This is an optimization exercise on Yosys and OpenROAD, whose aim is small area, not a production implementation. In this exercise RTL edits were held to simulation tests only and were not proved equivalent to the original. No driver is modelled on the clock port, so clocking that relies on it looks cheaper here than on a real chip. Power figures rest on the tool's default switching activity, not on a simulated workload.

==> flow/design.v (excerpt) <==
module temp_top #(parameter MS_200 = 24'd400_000)(
    input               clk,
    input               rst_n,
    input       [2:0]   key_in,
    input               dq_in,
    output reg          dq_out,
    output      [5:0]   SEL,
    output      [7:0]   DIG
);
Settings: LEC_CHECK=0, CAP_MARGIN=20, CORE_MARGIN=2, CORE_UTILIZATION=70, CTS_BUF_LIST=sky130_fd_sc_hd__clkbuf_8, SLEW_MARGIN=20; clock period 250.0 ns.
standard.sh (not shown) runs the stock make flow with config.mk's settings and CLKGATE_MAP_FILE= SYNTH_SCRIPT=/design/flow/synth_recipe.tcl, a recipe that flattens the netlist after the stock synthesis.
==> flow/flow/run.sh <==
#!/bin/bash
# Own layout flow: the standard synthesis, then its combinational logic
# mapped again with a stronger, area-oriented ABC script (the flip-flops,
# their names and cell types are kept as the standard synthesis made them),
# then the standard layout, with 1x buffers on the ports and the clock
# buffered by hand (three clkbuf_16 straight from the clock port, see
# manual_cts.tcl) in place of TritonCTS's tree.
# Each tool's output goes to a log file of its own in the work folder.
set -euo pipefail
W=$(pwd)
F=$W/flow
R=$W/orfs/results/$FLOW_PLATFORM/temp_top/base
L=$W/orfs/logs/$FLOW_PLATFORM/temp_top/base
LIB=$FLOW_HOME/platforms/$FLOW_PLATFORM/lib/sky130_fd_sc_hd__tt_025C_1v80.lib
YOSYS=$FLOW_HOME/../tools/install/yosys/bin/yosys
[[ -x $YOSYS ]] || YOSYS=$(command -v yosys)

# 1. standard synthesis
bash standard.sh "$R/1_2_yosys.v" > "$W/flow_synth.log" 2>&1
cp "$R/1_2_yosys.v" "$W/std_1_2_yosys.v"

# 2. remap the combinational logic: rounds of ABC runs with different seeds,
#    each round starting from the smallest netlist so far
python3 "$F/gen_models.py" "$LIB" "$W/combmodels.v" > "$W/flow_models.log" 2>&1
DONT_USE=$(grep -o -- '-dont_use [A-Za-z0-9_]*' "$L/1_2_yosys.log" | sort -u | tr '\n' ' ')
area() { grep 'Chip area' "$1" | tail -1 | awk '{print $NF}'; }

cur=$W/std_1_2_yosys.v
best=""
for round in 1 2 3 4 5; do
  for s in 1 2 3 4; do
    tag=r${round}_s${s}
    seed=$(( (round - 1) * 4 + s ))
    sed "s/&deepsyn -T 30/\&deepsyn -T 120 -S $seed/" "$F/remap.abc" > "$W/remap_$tag.abc"
    cat > "$W/remap_$tag.ys" <<EOF
read_liberty -lib $LIB
read_verilog -overwrite $W/combmodels.v
read_verilog $cur
hierarchy -top $FLOW_TOP
flatten
proc
techmap
opt -fast -purge
abc -liberty $LIB $DONT_USE -script $W/remap_$tag.abc
opt_clean -purge
hilomap -singleton -hicell sky130_fd_sc_hd__conb_1 HI -locell sky130_fd_sc_hd__conb_1 LO
insbuf -buf sky130_fd_sc_hd__buf_4 A X
opt_clean -purge
stat -liberty $LIB
write_verilog -noattr -nohex -nodec $W/remap_$tag.v
EOF
    "$YOSYS" -s "$W/remap_$tag.ys" > "$W/flow_remap_$tag.log" 2>&1 &
  done
  wait
  for s in 1 2 3 4; do
    tag=r${round}_s${s}
    a=$(area "$W/flow_remap_$tag.log" || true)
    [[ -n "$a" && -s "$W/remap_$tag.v" ]] || continue
    if [[ -z "$best" ]] || python3 -c "import sys; sys.exit(0 if $a < $best else 1)"; then
      best=$a; cur=$W/remap_$tag.v
    fi
  done
  echo "round $round: best $best from $cur" >> "$W/flow_remap_rounds.log"
done

cat > "$W/remap_check.ys" <<EOF
read_liberty -lib $LIB
read_verilog $cur
hierarchy -top $FLOW_TOP
check -assert -mapped
stat -liberty $LIB
EOF
"$YOSYS" -s "$W/remap_check.ys" > "$W/flow_remap_check.log" 2>&1
cp "$cur" "$R/1_2_yosys.v"

# 3. standard layout from the remapped netlist
export BUFFER_PORTS_ARGS="-buffer_cell sky130_fd_sc_hd__buf_1"
export PRE_CTS_TCL="$F/manual_cts.tcl"
export CTS_ARGS="-sink_clustering_enable -repair_clock_nets -buf_list {sky130_fd_sc_hd__clkbuf_4 sky130_fd_sc_hd__clkbuf_8} -root_buf sky130_fd_sc_hd__clkbuf_8 -dont_use_dummy_load -sink_clustering_size 12"
bash standard.sh > "$W/flow_layout.log" 2>&1
==> flow/flow/manual_cts.tcl <==
# Clock buffering by hand: the flip-flop clock pins on net clk are split
# into NB groups by position (NB columns, by x), and each group gets one
# clock buffer at its centroid, driven straight from the clock port.
proc manual_clock_buffers { nb cell } {
  set block [ord::get_db_block]
  set net [$block findNet clk]
  set sinks {}
  foreach it [$net getITerms] {
    if { [$it isInputSignal] || [$it isClocked] } {
      set inst [$it getInst]
      set loc [$inst getLocation]
      lappend sinks [list [lindex $loc 0] [lindex $loc 1] [$inst getName]/[[$it getMTerm] getName]]
    }
  }
  set n [llength $sinks]
  # split by x into nb columns
  set byx [lsort -integer -index 0 $sinks]
  set groups {}
  for { set g 0 } { $g < $nb } { incr g } {
    set lo [expr { $g * $n / $nb }]
    set hi [expr { ($g + 1) * $n / $nb - 1 }]
    lappend groups [lrange $byx $lo $hi]
  }
  set dbu [$block getDbUnitsPerMicron]
  set i 0
  foreach grp $groups {
    set sx 0; set sy 0; set pins {}
    foreach s $grp {
      set sx [expr { $sx + [lindex $s 0] }]
      set sy [expr { $sy + [lindex $s 1] }]
      lappend pins [get_pins [lindex $s 2]]
    }
    set c [llength $grp]
    set x [expr { double($sx) / $c / $dbu }]
    set y [expr { double($sy) / $c / $dbu }]
    insert_buffer -buffer_cell $cell -net clk -load_pins $pins -location [list $x $y] -buffer_name clkbuf_m$i -net_name clknet_m$i
    puts "clock buffer clkbuf_m$i: $c sinks at ($x, $y)"
    incr i
  }
}

# Sourced by ORFS's cts.tcl before clock_tree_synthesis (PRE_CTS_TCL): buffer
# the clock by hand with three clkbuf_16, then keep TritonCTS off these nets.
manual_clock_buffers 3 sky130_fd_sc_hd__clkbuf_16
set_cts_config -skip_nets {clk clknet_m0 clknet_m1 clknet_m2}
Other scripts of this flow, unchanged in this note and not shown: flow/flow/gen_models.py, flow/flow/remap.abc
Change:
--- a/flow/flow/run.sh
+++ b/flow/flow/run.sh
@@ -29,3 +29,3 @@
 best=""
-for round in 1 2 3 4 5; do
+for round in 1 2 3 4; do
   for s in 1 2 3 4; do
@@ -33,3 +33,3 @@
     seed=$(( (round - 1) * 4 + s ))
-    sed "s/&deepsyn -T 30/\&deepsyn -T 120 -S $seed/" "$F/remap.abc" > "$W/remap_$tag.abc"
+    sed "s/&deepsyn -T 30/\&deepsyn -T 90 -S $seed/" "$F/remap.abc" > "$W/remap_$tag.abc"
     cat > "$W/remap_$tag.ys" <<EOF
Combinational power shrinks by 61%.
Register-to-register slack got worse by 440 ps.
Sequential cell count does not change.
Worst setup slack improved by 17 ps.
Cell area grows by 1.5%.
First-iteration DRC count grows by 10%.
Sequential power shrinks by about 4%.
Area after synthesis grows by 1.4%.
Critical path depth grows by 4.
Change:
--- a/flow/flow/run.sh
+++ b/flow/flow/run.sh
@@ -29,3 +29,3 @@
 best=""
-for round in 1 2 3 4; do
+for round in 1 2 3 4 5 6 7; do
   for s in 1 2 3 4; do
@@ -33,3 +33,3 @@
     seed=$(( (round - 1) * 4 + s ))
-    sed "s/&deepsyn -T 30/\&deepsyn -T 90 -S $seed/" "$F/remap.abc" > "$W/remap_$tag.abc"
+    sed "s/&deepsyn -T 30/\&deepsyn -T 120 -S $seed/" "$F/remap.abc" > "$W/remap_$tag.abc"
     cat > "$W/remap_$tag.ys" <<EOF
Combinational power barely changes.
Wire length is lower by about 2.2%.
Die area is lower by 1.1%.
Via count is lower by 1.6%.
First-iteration DRC count is lower by about 3.5%.
Power barely changes.
Cell count is lower by about 0.7%.
Change:
--- a/flow/flow/run.sh
+++ b/flow/flow/run.sh
@@ -5,3 +5,3 @@
 # then the standard layout, with 1x buffers on the ports and the clock
-# buffered by hand (three clkbuf_16 straight from the clock port, see
+# buffered by hand (four clkbuf_16 straight from the clock port, see
 # manual_cts.tcl) in place of TritonCTS's tree.
@@ -29,3 +29,3 @@
 best=""
-for round in 1 2 3 4 5 6 7; do
+for round in 1 2 3 4; do
   for s in 1 2 3 4; do
@@ -33,3 +33,3 @@
     seed=$(( (round - 1) * 4 + s ))
-    sed "s/&deepsyn -T 30/\&deepsyn -T 120 -S $seed/" "$F/remap.abc" > "$W/remap_$tag.abc"
+    sed "s/&deepsyn -T 30/\&deepsyn -T 90 -S $seed/" "$F/remap.abc" > "$W/remap_$tag.abc"
     cat > "$W/remap_$tag.ys" <<EOF
--- a/flow/flow/manual_cts.tcl
+++ b/flow/flow/manual_cts.tcl
@@ -1,4 +1,4 @@
 # Clock buffering by hand: the flip-flop clock pins on net clk are split
-# into NB groups by position (NB columns, by x), and each group gets one
-# clock buffer at its centroid, driven straight from the clock port.
+# into NB groups by position, and each group gets one clkbuf_16 at its
+# centroid, driven straight from the clock port.
 proc manual_clock_buffers { nb cell } {
@@ -15,9 +15,15 @@
   set n [llength $sinks]
-  # split by x into nb columns
+  # split by x into two halves, each by y into nb/2 groups
   set byx [lsort -integer -index 0 $sinks]
+  set half [expr { ($n + 1) / 2 }]
   set groups {}
-  for { set g 0 } { $g < $nb } { incr g } {
-    set lo [expr { $g * $n / $nb }]
-    set hi [expr { ($g + 1) * $n / $nb - 1 }]
-    lappend groups [lrange $byx $lo $hi]
+  foreach part [list [lrange $byx 0 [expr {$half - 1}]] [lrange $byx $half end]] {
+    set byy [lsort -integer -index 1 $part]
+    set m [llength $byy]
+    set k [expr { $nb / 2 }]
+    for { set g 0 } { $g < $k } { incr g } {
+      set lo [expr { $g * $m / $k }]
+      set hi [expr { ($g + 1) * $m / $k - 1 }]
+      lappend groups [lrange $byy $lo $hi]
+    }
   }
@@ -42,4 +48,4 @@
 # Sourced by ORFS's cts.tcl before clock_tree_synthesis (PRE_CTS_TCL): buffer
-# the clock by hand with three clkbuf_16, then keep TritonCTS off these nets.
-manual_clock_buffers 3 sky130_fd_sc_hd__clkbuf_16
-set_cts_config -skip_nets {clk clknet_m0 clknet_m1 clknet_m2}
+# the clock by hand with four clkbuf_16, then keep TritonCTS off these nets.
+manual_clock_buffers 4 sky130_fd_sc_hd__clkbuf_16
+set_cts_config -skip_nets {clk clknet_m0 clknet_m1 clknet_m2 clknet_m3}
What happened:
- The changed run passed the timing, design-rule and antenna checks
- design area goes up by 0.92%
- combinational power goes up by about 4%
- first-iteration DRC count goes up by 25%

-- port drivers added, routing unchanged --
The flow's constraints put no driver on any port. The routed layouts listed below were extracted and timed again, unchanged, in two steps. Step 1, drivers: a clkbuf_16 drives clk and a buf_2 each remaining input, both assumed. Step 2, shift: input delay + t, output delay - t, t = (earliest + latest rising clock arrival at the registers) / 2. This alone moves slack from input paths to output paths. Three values: ideal, step 1, step 2; two values: the first two.
| run | t (ns) | setup slack, ns | worst hold slack (ns) | latest minus earliest clock arrival (ns) | worst data-port slew with drivers (ns) |
|---|---|---|---|---|---|
| the first run | 0.229 | 196.350 / 196.288 / 196.517 | 0.344 / 0.344 / 0.344 | 0.010 / 0.009 | 0.03 |
| the second run | 0.227 | 196.367 / 196.309 / 196.536 | 0.339 / 0.339 / 0.339 | 0.008 / 0.008 | 0.03 |
| the third run | 0.226 | 196.130 / 196.071 / 196.297 | 0.348 / 0.348 / 0.348 | 0.008 / 0.008 | 0.03 |
| the fourth run | 0.226 | 196.328 / 196.256 / 196.481 | 0.339 / 0.339 / 0.339 | 0.005 / 0.005 | 0.04 |
After both steps every run listed still meets setup and hold.
